This is an optimization exercise on Yosys and OpenROAD, whose aim is small area and a short achievable clock period, not a production implementation.
Only simulation tests tie the RTL to the original design; equivalence was not proved.

[design/flow/config.mk]
export PLATFORM = sky130hd
export DESIGN_NAME = multiplier_66_1
export DESIGN_NICKNAME = multiplier_66_1
export VERILOG_FILES = /design/flow/design.v
export SDC_FILE = /design/flow/constraint.sdc
export NUM_CORES = 4
export LEC_CHECK = 0
export CAP_MARGIN = 20
export CORE_MARGIN = 2
export CORE_UTILIZATION = 40
export SLEW_MARGIN = 20
[design/flow/constraint.sdc]
create_clock -name core_clock -period 8.5 [get_ports {clk}]
set_input_delay 1.7000 -clock core_clock [delete_from_list [all_inputs] [get_ports {clk}]]
set_output_delay 1.7000 -clock core_clock [all_outputs]
set_load 0.01 [all_outputs]
[design/flow/design.v]
`timescale 1ns / 1ps
module multiplier_66_1(
	input clk,
	input rst_n,
	input [65:0] a,
	input [65:0] b,
	output [63:0] res
);
	wire [21:0] wire_a [2:0];
	wire [16:0] wire_b [3:0];
	assign wire_a[0] = a[21:0];
	assign wire_a[1] = a[43:22];
	assign wire_a[2] = a[65:44];
	assign wire_b[0] = b[16:0];
	assign wire_b[1] = b[33:17];
	assign wire_b[2] = b[50:34];
	assign wire_b[3] = {2'd0, b[65:51]};
	reg [131:0] out[11:0];
	reg [131:0] tmp[2:0];
	reg [131:0] res_t;
	always @(posedge clk) begin
		if(~rst_n) begin
			out[0] <= 0; out[1] <= 0; out[2] <= 0; 
			out[3] <= 0; out[4] <= 0; out[5] <= 0; 
			out[6] <= 0; out[7] <= 0; out[8] <= 0;
			tmp[0] <= 0; tmp[1] <= 0; tmp[2] <= 0;
			res_t <= 0;
		end
		else begin
			out[0] <= wire_a[0]*wire_b[0];          out[1] <= (wire_a[0]*wire_b[1])<<17;    out[2] <= (wire_a[0]*wire_b[2])<<34;    out[3] <= (wire_a[0]*wire_b[3])<<51;    
			out[4] <= (wire_a[1]*wire_b[0])<<22;    out[5] <= (wire_a[1]*wire_b[1])<<39;    out[6] <= (wire_a[1]*wire_b[2])<<56;    out[7] <= (wire_a[1]*wire_b[3])<<73;
			out[8] <= (wire_a[2]*wire_b[0])<<44;    out[9] <= (wire_a[2]*wire_b[1])<<61;    out[10] <= (wire_a[2]*wire_b[2])<<78;    out[11] <= (wire_a[2]*wire_b[3])<<95;
			tmp[0] <= out[0]+out[1]+out[2] + out[3];
			tmp[1] <= out[4]+out[5] + out[6]+out[7];
			tmp[2] <= out[8] + out[9] + out[10] + out[11];
			res_t <= tmp[0] + tmp[1] + tmp[2];
		end
	end
	assign res = res_t[127:64];
endmodule
[design/flow/run.sh]
#!/bin/bash
# synth_recipe.tcl (not shown) runs the flow's synth.tcl, then flattens the netlist and writes it again
# the make line also repeats each setting of config.mk as NAME=value (left out here)
make -C /OpenROAD-flow-scripts/flow DESIGN_CONFIG=/design/flow/config.mk WORK_HOME=/design/flow/orfs CLKGATE_MAP_FILE= SYNTH_SCRIPT=/design/flow/synth_recipe.tcl finish
==> flow_summary.yaml <==
cts:
  cts_post_setup_buffers_inserted: 0
  cts_buffers: 99
  clkSlewWorstSetupHoldPaths_ns: 0.07
  cts-hold-fix-buffers: 0
  postCtsResizedCells: 0
  htree_levels: 3
  clockBufferDepth: 4
  cts_tree: "done"
  cts-root-buf: "clkbuf_16"
  clk_latency_ns: 0.85
  clock_sinks: 745
die:
  die_height_microns: 663
  dieWidth_microns: 663
  start_util: 0.401
  num_rows: 242
  pin_count: 198
  core_sq_um: 434000
  die-area_sq_um: 440000
yosys:
  avgSynthCellArea_sq_um: 8.77
  syn_nets: 25187
  seq_area_frac_synth: 0.0922
  synth_flop_cell: "dfxtp_1"
  synth.distinct_cells: 87
  async_flop_share: 0
  synth_area_sq_um: 174000
  synth-edff-count: 111
  synth_warnings: 3
  synth-seq-cells: 745
  synthCells: 19818
critical_path:
  cpPeakStageDelay_ns: 0.54
  critical-path-slowest-cell: "a211oi_2"
  path_buf_inv: 2
  cp_top_family: "compound AO/OA/AOI/OAI gates"
  critPathArrivalTime_ns: 8.73
  crit_path_max_fanout: 8
  required_ns: 9.23
  crit_type: "flop to flop"
  cp-start-kind: "flop"
  crit_path_end_kind: "flop"
drt:
  drt-total-wl_microns: 545000
  ant_nets: 0
  via_count: 133062
  viasPerCell: 5.10
  drt_iter0_drc: 8897
  drt_pre_antenna_iters: 6
  drc_errors: 0
  wl_per_cell_microns: 20.9
timing:
  fmax_mhz: 125
  slew_headroom: 0.164
  fin_tns_setup_ns: 0
  min_period_over_period: 0.941
  finalHoldWorstSlack_ns: 0.427
  fin_skew_ns: 0.0566
  tightest_slew_ns: 1.25
  finalMaxSlewViolations: 0
  period_needed_ns: 8.00
  rsz0062_at_grt: "no"
  setup_viol: 0
  final-hold-violation-count: 0
global_routing:
  grt_pass1_vias: 140380
  grt-ovfl-total: 0
  track_usage: 0.250
  antenna_found_initial: 79
  grt_pass1_wl_microns: 844000
  grt_max_degree: 146
placed_design:
  place_area_sq_um: 189000
  detailed_place_hpwl_microns: 457000
  place.gp.congestion: 0.945
  port_buffers: 197
flow_run:
  drv_cap: 0
finish:
  n_fill_cell: 42308
  final_cell_mix: "4,317 x inv_1, 3,526 x fa_1, 2,909 x nand2_1"
  layout_commonest_cell: "inv_1"
  syn2layout_area_growth_pct: 10.9
  final_area_sq_um: 193000
  fin_nets: 25580
  layout-drive-gt1-share: 0.0742
outcome:
  outcome: "finished clean"
worst_hold_path:
  hold_path_class: "flop to flop"
## cell families after synthesis
group,after synthesis,share of synthesized area
adder cells (fa/ha/maj),5235,0.529
buffers and inverters,5352,0.116
AO/OA/AOI/OAI,1639,0.0604
multiplexers,4,0.000230
AND/OR/NAND/NOR,6238,0.172
XOR/XNOR,605,0.0305
flip-flops,745,0.0922
## synthesized netlist by cell type, types with 86 or more instances
cell type  count  area [sq um]
inv_1       4317         16200
fa_1        3526         70600
nand2_1     2909         10900
and2_1      1848         11600
ha_1        1709         21400
clkbuf_1    1011          3790
nor2_1       695          2610
dfxtp_1      634         12700
a21oi_1      535          2680
xnor2_1      357          3130
a21o_1       297          2230
o21ai_0      288          1440
xor2_1       248          2170
nand3_1      146           731
nor3_1       127           636
edfxtp_1     111          3330
and3_1        89           557
nand2b_1      86           538
nor2b_1       86           538
## worst paths after layout
check | end | startpoint | cells after the start | slack (ns)
hold reg to reg | tmp[1][25]$_SDFF_PN0_ | out[4][25]$_SDFF_PN0_ | 1 | 0.43
hold / removal | tmp[1][25]$_SDFF_PN0_ | out[4][25]$_SDFF_PN0_ | 1 | 0.43
setup reg to reg | tmp[0][81]$_SDFF_PN0_ | out[0][21]$_SDFF_PN0_ | 27 | 0.50
setup / recovery | tmp[0][81]$_SDFF_PN0_ | out[0][21]$_SDFF_PN0_ | 27 | 0.50
## through the flow
stage	util	worst slack (ns)	instances
after floorplan	-	0.101	19818
after global placement	0.436	-0.220	25844
after detailed placement	0.436	-0.299	25844
after CTS	0.444	0.552	26017
after global routing	0.444	0.0258	26028
final	0.444	0.500	26081
## per-layer routing
metal  vias up  part of all wire  global-route usage
met5         -           0.00057                   0
met4        48             0.036              0.0790
met3       876             0.088              0.0549
met2      4497              0.45               0.400
met1     67692              0.43               0.338
li1      59949                 -                   -
## worst reg2reg max path: stages (launching register included)
cell,delay [ns]
dfxtp_1,0.36
ha_1,0.34
a21o_1,0.14
a21oi_1,0.06
o221a_2,0.28
o21ba_2,0.25
o211ai_1,0.28
a311oi_1,0.19
o21bai_1,0.37
o311a_1,0.32
and4_1,0.54
and3_1,0.37
nand2_1,0.10
xnor2_1,0.21
fa_1,0.47
ha_1,0.36
inv_1,0.12
o21bai_1,0.11
or4_1,0.43
a211oi_2,0.54
nor2_1,0.18
a31o_2,0.38
a21oi_2,0.38
o21ai_1,0.18
a311oi_2,0.46
buf_4,0.22
o21ai_0,0.08
a21oi_1,0.20
## registers in the layout, summed over array words and instances (netlist names)
name and flops:
res_t 64, out 441, tmp 240
## final cells by class
cell class | count | area [sq um] | area share
flip-flops and latches | 745 | 16000 | 0.0832
diodes | 64 | 160 | 0.000831
well taps | 5734 | 7170 | 0.0372
repair buffers | 1326 | 12000 | 0.0625
inverters | 4318 | 16200 | 0.0841
clock buffers | 116 | 2620 | 0.0136
clock inverters | 57 | 771 | 0.00400
multi-input cells | 13721 | 138000 | 0.715

[afterwards: timing with drivers on the ports]
No port has a modelled driver above. Below, the same layout with a new extraction and two added sets of constraints.
Step 1 (the two cells are an assumption about what drives the block):
set clk [get_ports {clk}]
set_driving_cell -lib_cell sky130_fd_sc_hd__clkbuf_16 $clk
set_driving_cell -lib_cell sky130_fd_sc_hd__buf_2 [delete_from_list [all_inputs] $clk]
Step 2 adds t to the input delays and takes it off the output delays; t is the mean of the earliest and latest rising clock arrival at the registers after step 1. Input paths then give back, and output paths get back, about the clock's delay inside the block.
Slacks: ideal ports / drivers / drivers and shift; pairs: ideal ports / drivers.
t, ns: 0.918
setup slack, ns: 0.500 / 0.500 / -0.332
worst register clock-pin slew, ns: 0.08 / 0.08
worst data-port slew with drivers (ns): 0.42
With both steps, setup timing fails in this run, where it was met with ideal ports. For this run, drivers alone change the setup slack by 0.000 ns; drivers and shift together by -0.832 ns.
